This is an optimization exercise on Yosys and OpenROAD, whose aim is small area, not a production implementation.
Only simulation tests tie the RTL to the original design; equivalence was not proved.
Power is estimated from default activity; no workload was simulated.

==> flow/design.v <==
`timescale 1ns / 1ps
module parking_meter(
    input clk,  
    input rst, 
    input add1,add2,add3,add4,rst1,rst2,  
    output reg a1,a2,a3,a4,    
    output [6:0] led_seg,      
    output [3:0] val1,val2,val3,val4  
    );
localparam INITIAL     = 3'b000;
localparam ADD_60      = 3'b001;
localparam ADD_120     = 3'b010;
localparam ADD_180     = 3'b011;
localparam ADD_300     = 3'b100;
localparam COUNT_DOWN  = 3'b101;
localparam RST_16      = 3'b110;
localparam RST_150     = 3'b111;
reg [13:0] input_time;  
reg [13:0] timer;  
reg [2:0] state;  
reg initial_state;  
reg return_initial;  
reg input_time_valid;  
reg input_time_captured;  
wire tick_1Hz;    
wire tick_2Hz;    
always @ (posedge(clk))
begin
    if (rst == 1'b1 && rst1 == 1'b0 && rst2 == 1'b0) begin   
        input_time <= 0;   
        state   <= INITIAL;  
        input_time_valid <= 1'b0;
        initial_state <= 1'b0;
    end 
    else if (rst == 1'b0 && rst1 == 1'b1 && rst2 == 1'b0) begin   
        state   <= RST_16;  
        input_time <= 14'd16;  
        input_time_valid <= 1'b1;  
        initial_state <= 1'b0;  
    end
    else if (rst == 1'b0 && rst1 == 1'b0 && rst2 == 1'b1) begin   
        state   <= RST_150;  
        input_time <= 14'd150;   
        input_time_valid <= 1'b1;  
        initial_state <= 1'b0;  
    end
    else begin
        case (state)
            INITIAL:begin
                if (add1 == 1'b1 && add2 == 1'b0 && add3 == 1'b0 && add4 == 1'b0) begin  
                    input_time <= input_time + 14'd60;  
                    input_time_valid <= 1'b1;  
                    initial_state <= 1'b0;  
                    state   <= ADD_60;  
                end
                else if (add1 == 1'b0 && add2 == 1'b1 && add3 == 1'b0 && add4 == 1'b0) begin  
                    input_time <= input_time + 14'd120;
                    input_time_valid <= 1'b1;
                    initial_state <= 1'b0;
                    state   <= ADD_120;
                end
                else if (add1 == 1'b0 && add2 == 1'b0 && add3 == 1'b1 && add4 == 1'b0) begin  
                    input_time <= input_time + 14'd180;
                    input_time_valid <= 1'b1;
                    initial_state <= 1'b0;
                    state   <= ADD_180;
                end
                else if (add1 == 1'b0 && add2 == 1'b0 && add3 == 1'b0 && add4 == 1'b1) begin  
                    input_time <= input_time + 14'd300;
                    input_time_valid <= 1'b1;
                    initial_state <= 1'b0;
                    state   <= ADD_300;
                end
                else begin  
                    state   <= INITIAL;
                    input_time_valid <= 1'b0;
                    initial_state <= 1'b1;
                    input_time <= 0;
                end
            end
            ADD_60:begin   
                if (add1 == 1'b0)
                    state <= COUNT_DOWN;
                else
                    state <= ADD_60;  
            end
            ADD_120:begin
                if (add2 == 1'b0)  
                    state <= COUNT_DOWN;
                else
                    state <= ADD_120;
            end
            ADD_180:begin 
                if (add3 == 1'b0)  
                    state <= COUNT_DOWN;
                else
                    state <= ADD_180;
            end   
            ADD_300:begin   
                if (add4 == 1'b0)
                    state <= COUNT_DOWN;
                else
                    state <= ADD_300;
            end      
            COUNT_DOWN:begin  
                if (add1 == 1'b1 && add2 == 1'b0 && add3 == 1'b0 && add4 == 1'b0) begin  
                    input_time <= input_time + 14'd60;  
                    input_time_valid <= 1'b1;
                    state   <= ADD_60;
                end
                else if (add1 == 1'b0 && add2 == 1'b1 && add3 == 1'b0 && add4 == 1'b0) begin  
                    input_time <= input_time + 14'd120;  
                    input_time_valid <= 1'b1;
                    state   <= ADD_120;
                end
                else if (add1 == 1'b0 && add2 == 1'b0 && add3 == 1'b1 && add4 == 1'b0) begin  
                    input_time <= input_time + 14'd180;  
                    input_time_valid <= 1'b1;
                    state   <= ADD_180;
                end
                else if (add1 == 1'b0 && add2 == 1'b0 && add3 == 1'b0 && add4 == 1'b1) begin  
                    input_time <= input_time + 14'd300;  
                    input_time_valid <= 1'b1;
                    state   <= ADD_300;
                end
                else if (input_time_captured == 1'b1) begin
                    input_time <= 0;   
                    input_time_valid <= 1'b0;
                    state   <= COUNT_DOWN;
                end
                else if (return_initial == 1'b1)begin  
                    input_time <= 0;  
                    input_time_valid <= 1'b0;
                    state <= INITIAL;
                end
                else begin  
                    state   <= COUNT_DOWN;
                end
            end 
            RST_16:begin
                if (input_time_captured == 1'b1) begin  
                    input_time <= 0;
                    input_time_valid <= 1'b0;
                    state   <= RST_16;
                end
                else if (return_initial == 1'b1)begin  
                    input_time <= 0;
                    input_time_valid <= 1'b0;
                    state <= INITIAL;
                end
                else begin  
                    state   <= RST_16;  
                end
            end
            RST_150:begin
                if (input_time_captured == 1'b1) begin  
                    input_time <= 0;
                    input_time_valid <= 1'b0;
                    state   <= RST_150;
                end
                else if (return_initial == 1'b1)begin   
                    input_time <= 0;
                    input_time_valid <= 1'b0;
                    state <= INITIAL;
                end
                else begin  
                    state   <= RST_150;
                end
            end
            default:
                state <= INITIAL;
        endcase
    end
end
always @ (posedge(clk))
begin
    if (rst == 1'b1 || rst1 == 1'b1 || rst2 == 1'b1) begin
            timer <= 0;
            input_time_captured <= 1'b0;
            return_initial <= 1'b0;
    end
    else if (tick_1Hz)
        if (input_time_valid == 1'b0 && initial_state == 1'b1) begin
            timer <= 0;
            input_time_captured <= 0;
            return_initial <= 1'b0;
        end
        else if (input_time_valid == 1'b1 && initial_state == 1'b0) begin
            if ((timer + input_time) > 14'd9999) begin 
                timer <= 14'd9999;
                input_time_captured <= 1;
                return_initial <= 1'b0;
            end 
            else begin
                timer <= timer + input_time - 1;
                input_time_captured <= 1;
                return_initial <= 1'b0;                
            end
        end   
        else begin
            if (timer == 14'd0) begin 
                return_initial <= 1;
                input_time_captured <= 0;
            end
            else begin
                timer <= timer - 1;
                return_initial <= 0;
                input_time_captured <= 0;
            end
        end
end
clk_divider_1Hz i_clk_divider_1Hz (
    .clk(clk), 
    .rst(rst), 
    .clk_div(),
    .tick(tick_1Hz)
    );
clk_divider_2Hz i_clk_divider_2Hz (
    .clk(clk), 
    .rst(rst), 
    .clk_div(),
    .tick(tick_2Hz)
    );
wire two_sec_flash;  
wire one_sec_flash;   
reg [1:0] flash_counter;   
wire [3:0] anode_array;
assign two_sec_flash = ((timer > 0) && (timer <= 14'd180)) ? 1'b1 : 1'b0; 
assign one_sec_flash = (timer == 0) ? 1'b1 : 1'b0;
always @ (posedge(clk))
begin
     if (rst) 
        flash_counter <= 1;  
     else if (tick_2Hz)
        flash_counter <= flash_counter + 1;
end
always @ (*)
begin
    if (one_sec_flash == 1'b1 && flash_counter[0] == 1'b0) begin
        a1 <= anode_array[0];
        a2 <= anode_array[1];
        a3 <= anode_array[2];
        a4 <= anode_array[3];
    end
    else if (one_sec_flash == 1'b1 && flash_counter[0] == 1'b1) begin
        a1 <= 1'b1;  
        a2 <= 1'b1;  
        a3 <= 1'b1;  
        a4 <= 1'b1;  
    end
    else if (two_sec_flash == 1'b1 && flash_counter[1] == 1'b0) begin
        a1 <= anode_array[0];
        a2 <= anode_array[1];
        a3 <= anode_array[2];
        a4 <= anode_array[3];
    end
    else if (two_sec_flash == 1'b1 && flash_counter[1] == 1'b1) begin
        a1 <= 1'b1;  
        a2 <= 1'b1;  
        a3 <= 1'b1;  
        a4 <= 1'b1;  
    end
    else begin 
        a1 <= anode_array[0];
        a2 <= anode_array[1];
        a3 <= anode_array[2];
        a4 <= anode_array[3];  
    end      
end
wire [15:0] bcd_array;
assign val1 = bcd_array[ 3:0];
assign val2 = bcd_array[ 7:4];
assign val3 = bcd_array[11:8];
assign val4 = bcd_array[15:12];
binary2BCD i_binary2BCD (  
    .decimal(timer), 
    .bcd_array(bcd_array)
    );
four_digit_seven_seg_controller i_four_digit_seven_seg_controller (  
    .clk     (clk     ),
    .rst     (rst     ),
    .val1      (val1    ),
    .val2      (val2    ),
    .val3      (val3    ),
    .val4      (val4    ),
    .anode_array(anode_array),
    .led_seg (led_seg )
);
endmodule
module clk_divider_1Hz(
    input clk, 
    input rst,
    output reg clk_div,
    output tick
    );
localparam terminalcount = (50 - 1);  
reg [31:0] count;
wire tc;
assign tc = (count == terminalcount); 
assign tick = tc & ~clk_div;  
always @ (posedge(clk))
begin
    if (rst) 
        count <= 0;
    else if (tc) 
        count <= 0;      
    else 
        count <= count + 1;
end
always @ (posedge(clk))
begin
    if (rst) 
        clk_div <= 0;
    else if (tc) 
        clk_div <= !clk_div;  
end
endmodule
module clk_divider_2Hz (
    input clk, 
    input rst,
    output reg clk_div,
    output tick
    );
localparam terminalcount = (25 - 1); 
reg [31:0] count;
wire tc;
assign tc = (count == terminalcount); 
assign tick = tc & ~clk_div;  
always @ (posedge(clk))
begin
    if (rst) 
        count <= 0;
    else if (tc) 
        count <= 0;      
    else 
        count <= count + 1;
end
always @ (posedge(clk))
begin
    if (rst) 
        clk_div <= 1;
    else if (tc) 
        clk_div <= !clk_div;  
end
endmodule
module four_digit_seven_seg_controller (
    input clk,
    input rst,
    input [3:0] val1,  
    input [3:0] val2,  
    input [3:0] val3,  
    input [3:0] val4,  
    output [3:0] anode_array,
    output [6:0] led_seg  
    );
reg [1:0] refresh_counter;  
always @ (posedge(clk))
begin
     if (rst) 
        refresh_counter <= 0;
     else 
        refresh_counter <= refresh_counter + 1;
end
wire [3:0] seven_seg;
mux i_mux (.val1(val1), .val2(val2), .val3(val3), .val4(val4), .refresh_counter(refresh_counter), .O(seven_seg));
decoder i_decoder (.in(refresh_counter), .out(anode_array));  
seven_seg_controller i_seven_seg_controller (  
    .bcd_in   (seven_seg),
    .led_seg  (led_seg  )
);
endmodule
module binary2BCD(  
  decimal,
  bcd_array
);
  input         [13:0] decimal;  
  output    reg [15:0] bcd_array;
  reg [29:0] temp_reg;
  integer index;
  always @ (decimal) begin
    temp_reg [29:14] = 0;  
    temp_reg [13:0] = decimal;  
    for(index=0; index < 14; index = index+1)
      begin
        if(temp_reg[29:26] > 4) begin
          temp_reg[29:26] = temp_reg[29:26] + 3;  
        end
        if(temp_reg[25:22] > 4) begin
          temp_reg[25:22] = temp_reg[25:22] + 3;
        end
        if(temp_reg[21:18] > 4) begin
          temp_reg[21:18] = temp_reg[21:18] + 3;
        end
        if(temp_reg[17:14] > 4) begin
          temp_reg[17:14] = temp_reg[17:14] + 3;
        end
        temp_reg = temp_reg << 1;  
      end  
    bcd_array = temp_reg[29:14];  
  end
endmodule
module decoder (  
    input [1:0] in, 
    output reg [3:0] out
    );
    always @ (*)
    begin
     case(in) 
        2'b00 : begin  
            out <= 4'b1110;
        end
        2'b01 : begin
            out <= 4'b1101;
        end
        2'b10 : begin
            out <= 4'b1011;
        end
        2'b11 : begin
            out <= 4'b0111;
        end
     endcase 
    end
endmodule
module mux (
    input [3:0] val1,  
    input [3:0] val2,  
    input [3:0] val3,  
    input [3:0] val4,  
    input [1:0] refresh_counter,
    output reg [3:0] O  
    );
    always @ (*)
    begin : MUX
     case(refresh_counter) 
        2'b00 : 
            O <= val1;
        2'b01 : 
            O <= val2;
        2'b10 : 
            O <= val3;
        2'b11 : 
            O <= val4;
        default : 
            O <= val1;
     endcase 
    end
endmodule
module seven_seg_controller (  
    input [3:0] bcd_in,
    output reg [6:0] led_seg
    );
always @(*)
    begin
     case(bcd_in)
     4'b0000: led_seg <= 7'b0000001;  
     4'b0001: led_seg <= 7'b1001111;  
     4'b0010: led_seg <= 7'b0010010;  
     4'b0011: led_seg <= 7'b0000110;  
     4'b0100: led_seg <= 7'b1001100;  
     4'b0101: led_seg <= 7'b0100100;  
     4'b0110: led_seg <= 7'b0100000;  
     4'b0111: led_seg <= 7'b0001111;  
     4'b1000: led_seg <= 7'b0000000;  
     4'b1001: led_seg <= 7'b0000100;  
     default: led_seg <= 7'b0000001;  
     endcase
    end
endmodule
==> flow/run.sh <==
#!/bin/bash
# synth_recipe.tcl (not shown) runs the flow's synth.tcl, then flattens the netlist and writes it again
# the make line also repeats each setting of config.mk as NAME=value (left out here)
make -C /OpenROAD-flow-scripts/flow DESIGN_CONFIG=/design/flow/config.mk WORK_HOME=/design/flow/orfs CLKGATE_MAP_FILE= SYNTH_SCRIPT=/design/flow/synth_recipe.tcl finish
==> flow/config.mk <==
export PLATFORM = sky130hd
export DESIGN_NAME = parking_meter
export DESIGN_NICKNAME = parking_meter
export VERILOG_FILES = /design/flow/design.v
export SDC_FILE = /design/flow/constraint.sdc
export NUM_CORES = 4
export LEC_CHECK = 0
export CAP_MARGIN = 20
export CORE_MARGIN = 2
export CORE_UTILIZATION = 40
export SLEW_MARGIN = 20
==> flow/constraint.sdc <==
create_clock -name core_clock -period 20.0 [get_ports {clk}]
set_input_delay 4.0000 -clock core_clock [delete_from_list [all_inputs] [get_ports {clk}]]
set_output_delay 4.0000 -clock core_clock [all_outputs]
set_load 0.01 [all_outputs]
==> parameters.txt <==
Parameter                              Value

Final layout
  Layout Cells excl Fill ... 2044
  Final core utilization ... 43.1%
  Ratio of cells with drive above 1 in the final layout ... roughly 6.7%
  Layout-stage area growth over the synthesis result ... 6.53%
  Number of antenna cells inserted ... 0
  Final Net Count ... 1746
  Filler cell count ... approximately 3100

Critical path
  Cell depth of the worst flop-to-flop path ... 22
  Type of element capturing the critical path ... output pin
  Crit path max-delay cell type ... sky130_fd_sc_hd__o32ai_2
  Largest fanout of any net on the critical path ... 13
  CP Class ... flip-flop to output pin
  Critical path startpoint category ... flip-flop
  Signal arrival time at the worst endpoint ... 11.18 ns
  Data required time of the worst path ... 16.00 ns
  Critical path's largest stage delay ... roughly 0.7 ns
  Crit-path most repeated cell ... sky130_fd_sc_hd__ha_1

Min path
  Cell depth of the worst hold path ... 1
  Worst min-delay path class ... flip-flop to flip-flop

Global route
  Maximum number of pins on one net before global-route repair ... 33
  Wire length of the first global-routing pass ... 55500 um
  Antenna violations before repair ... 0
  Total GRT Usage ... 19.7%
  Total overflow reported by the global router ... 0
  Via count of the first global-routing pass ... approximately 11000

Routing
  Drt pass-1 iters ... 6
  Routed vias/inst ... 6.01
  DR iter-0 viols ... 1105
  Count of vias placed by the detailed router ... 12291
  Routed WL ... 32400 um
  Detail-routed net length per standard cell ... 15.9 um
  Antenna Nets Post-Route ... 0
  DRC violations left ... 0

Clock tree
  Number of buffers added for setup after CTS ... 0
  Clock-pin transition on the worst setup and hold timing paths ... 0.08 ns
  Clock Root Buffer ... sky130_fd_sc_hd__clkbuf_16
  Clock tree from TritonCTS ... done
  TritonCTS Sinks ... between 100 and 150
  Maximum count of clock buffers along a single path ... 2
  Num CTS Buffers ... 9
  Number of buffers inserted by hold repair at cts ... 0
  Number of gates given a new drive strength after cts ... 0
  H-tree levels ... 3
  Clock latency on the worst-skew pair ... 0.36 ns

Place
  Final Wtd Congestion ... approximately 0.85
  DPL Wire Length ... 24100 um
  Number of buffers added on ports ... 34
  Pre-CTS setup slack ... 5.24 ns
  Cell total after placement ... 2028

Synth
  Total of flip-flops plus latches after synthesis ... 105
  Synthesized cell area ... 0.0123 mm2
  Post-synthesis net count ... 1785
  Sequential cell area fraction in the yosys report ... between 15 and 20%
  Count leader, synth ... sky130_fd_sc_hd__nor2_1
  Cell type with the largest total area after synthesis ... sky130_fd_sc_hd__dfxtp_1
  Gate Count Post-Synth ... between 1500 and 2000
  Number of enable flip-flop cells after synthesis ... 0
  Leading cell types by total area after synthesis ... sky130_fd_sc_hd__dfxtp_1, sky130_fd_sc_hd__ha_1, sky130_fd_sc_hd__nor2_1
  Main synth FF type ... sky130_fd_sc_hd__dfxtp_1
  Mapped Avg Cell Area ... approximately 7.3 um2
  Netlist cell types ... 124
  Top cells by count, synth ... sky130_fd_sc_hd__nor2_1, sky130_fd_sc_hd__nand2_1, sky130_fd_sc_hd__dfxtp_1
  Yosys warning total ... 8
  Async S/R FF share, synth ... 0%
  Share of the synthesized area in the top cell type ... 17.0%

Flow run
  Max-Cap Viols ... 0

Outcome
  Status ... complete, no violations

STA
  Period utilisation layout ... 75.9%
  Hold violation total from the final report ... 0
  Max-slew violation count ... 0
  Max-slew headroom at the worst pin ... 29.7%
  Final number of setup-violating endpoints ... 0
  Crit path setup slack, layout ... 4.82 ns
  Setup repair after global routing missed its margin ... no
  Aggregate negative setup slack ... 0 ns
  Transition time of the tightest slew-check pin ... 1.05 ns
  Hold WS ... between 0.4 and 0.5 ns
  Min cycle time layout ... ~15 ns
  Max frequency ... 65.9 MHz
  Worst Clk Skew ... 0.0120 ns

Floorplan
  I/O pin total ... 35
  Die Area ... 0.0323 mm2
  Horizontal die dimension ... 180 um
  Die Height ... between 150 and 200 um
  Initial Utilization ... 40.4%
  Area of the core region ... 0.0305 mm2
  Row Count ... 64

Pwr
  Max VDD drop ... 0.0546 mV
  Pwr dens ... 59.1 mW/mm2
  Leakage component of the power ... 0.00492 uW
-- cells by family (layout without fill, tap and decap cells) --
group | Yosys count | after routing | share of synthesized area, %
buffers and inverters | 178 | 144 | 5.94
AOI/OAI and AO/OA | 473 | 473 | 28.5
xor gates and xnor gates | 121 | 121 | 8.90
DFF | 105 | 105 | 17.0
adders and majority gates | 95 | 95 | 9.76
muxes | 25 | 25 | 2.15
and+or+nand+nor | 685 | 685 | 27.7
-- worst max-delay path: cells and delay by family, from the launching register on --
family          cells  cell delay [ns]
xor+xnor            4             1.06
compound gates     11             3.16
flops               1             0.53
mux                 3             0.76
simple gates        9             2.45
fa+ha+maj           8             1.72
buf+inv             7             1.14
-- cell usage in the layout, fill, tap and decap left out, types with 26 or more instances in the layout --
cell type                         Yosys  final
sky130_fd_sc_hd__a21oi_1            104    104
sky130_fd_sc_hd__and3_1              26     26
sky130_fd_sc_hd__clkdlybuf4s50_1      0     34
sky130_fd_sc_hd__dfxtp_1            105    105
sky130_fd_sc_hd__ha_1                93     93
sky130_fd_sc_hd__inv_1               81     81
sky130_fd_sc_hd__nand2_1            138    138
sky130_fd_sc_hd__nand3_1             77     77
sky130_fd_sc_hd__nor2_1             205    205
sky130_fd_sc_hd__nor3_1              58     58
sky130_fd_sc_hd__nor4_1              34     34
sky130_fd_sc_hd__o21ai_0             67     66
sky130_fd_sc_hd__xnor2_1             62     62
sky130_fd_sc_hd__xor2_1              54     54
-- final timing paths --
kind	slack (ns)	from	end
setup / recovery	4.82	timer[11]	led_seg[1]
hold / removal	0.48	i_clk_divider_1Hz.count[0]	i_clk_divider_1Hz.count[0]
setup reg to reg	15.39	timer[1]	timer[8]
hold reg to reg	0.48	i_clk_divider_1Hz.count[0]	i_clk_divider_1Hz.count[0]
-- per-stage QoR --
step           total power (uW)  cell area, um2
5_1_grt                     835           13100
2_1_floorplan               511           12300
3_3_place_gp                582           12800
6_report                    776           13100
3_5_place_dp                583           12800
4_1_cts                     778           13100
-- metal layers --
layer | vias to the layer above | part of all wire (%) | GRT usage (%)
met5 | - | 0 | 0
met4 | 0 | 1.0 | 4.07
met3 | 33 | 4.6 | 1.62
met2 | 355 | 46 | 32.4
met1 | 5812 | 48 | 28.0
li1 | 6091 | - | -
-- state kept, by name, indices dropped and copies added, names as in the netlist, 2 cells and up, named ones only --
name                                               flops
i_clk_divider_1Hz.count                               32
i_clk_divider_2Hz.count                               32
timer                                                 14
input_time                                            13
state                                                  3
flash_counter                                          2
i_four_digit_seven_seg_controller.refresh_counter      2
-- power by group --
group | internal [uW] | leakage (uW) | switching (uW) | total [uW]
combinational | 134 | 0.00391 | 195 | 329
sequential | 221 | 0.000851 | 36.5 | 258
clock | 101 | 0.000156 | 88.9 | 190
total | 456 | 0.00492 | 320 | 776
-- cell type report --
class | instances | area [um2] | share of cell area, %
multi-input cells | 1399 | 9510 | 72.3
clock buffers | 9 | 225 | 1.71
flip-flops and latches | 105 | 2100 | 16.0
well taps | 396 | 495 | 3.77
repair buffers | 41 | 393 | 2.99
inverters | 87 | 327 | 2.49
clock inverters | 7 | 92.6 | 0.705

static timing again, ports no longer ideal:
In the flow no input, the clock included, has a driving cell. The finished layout below was timed again as built, in two steps.
Step 1: set_driving_cell puts a clkbuf_16 on clk and a buf_2 on each other input, an assumption about the parent block.
Step 2 times the ports against the registers' clock, not the clock port: input delays grow and output delays shrink by t, the midpoint of the rising clock arrivals with the driver on.
Slacks: ideal ports / drivers / drivers and shift; pairs: ideal ports / drivers.
shift t [ns]: 0.396
setup slack, ns: 4.816 / 4.775 / 5.171
slew at the worst register clock pin (ns): 0.08 / 0.08
After both steps this run still meets setup and hold. For this run, drivers alone change the setup slack by -0.041 ns; drivers and shift together by +0.355 ns.
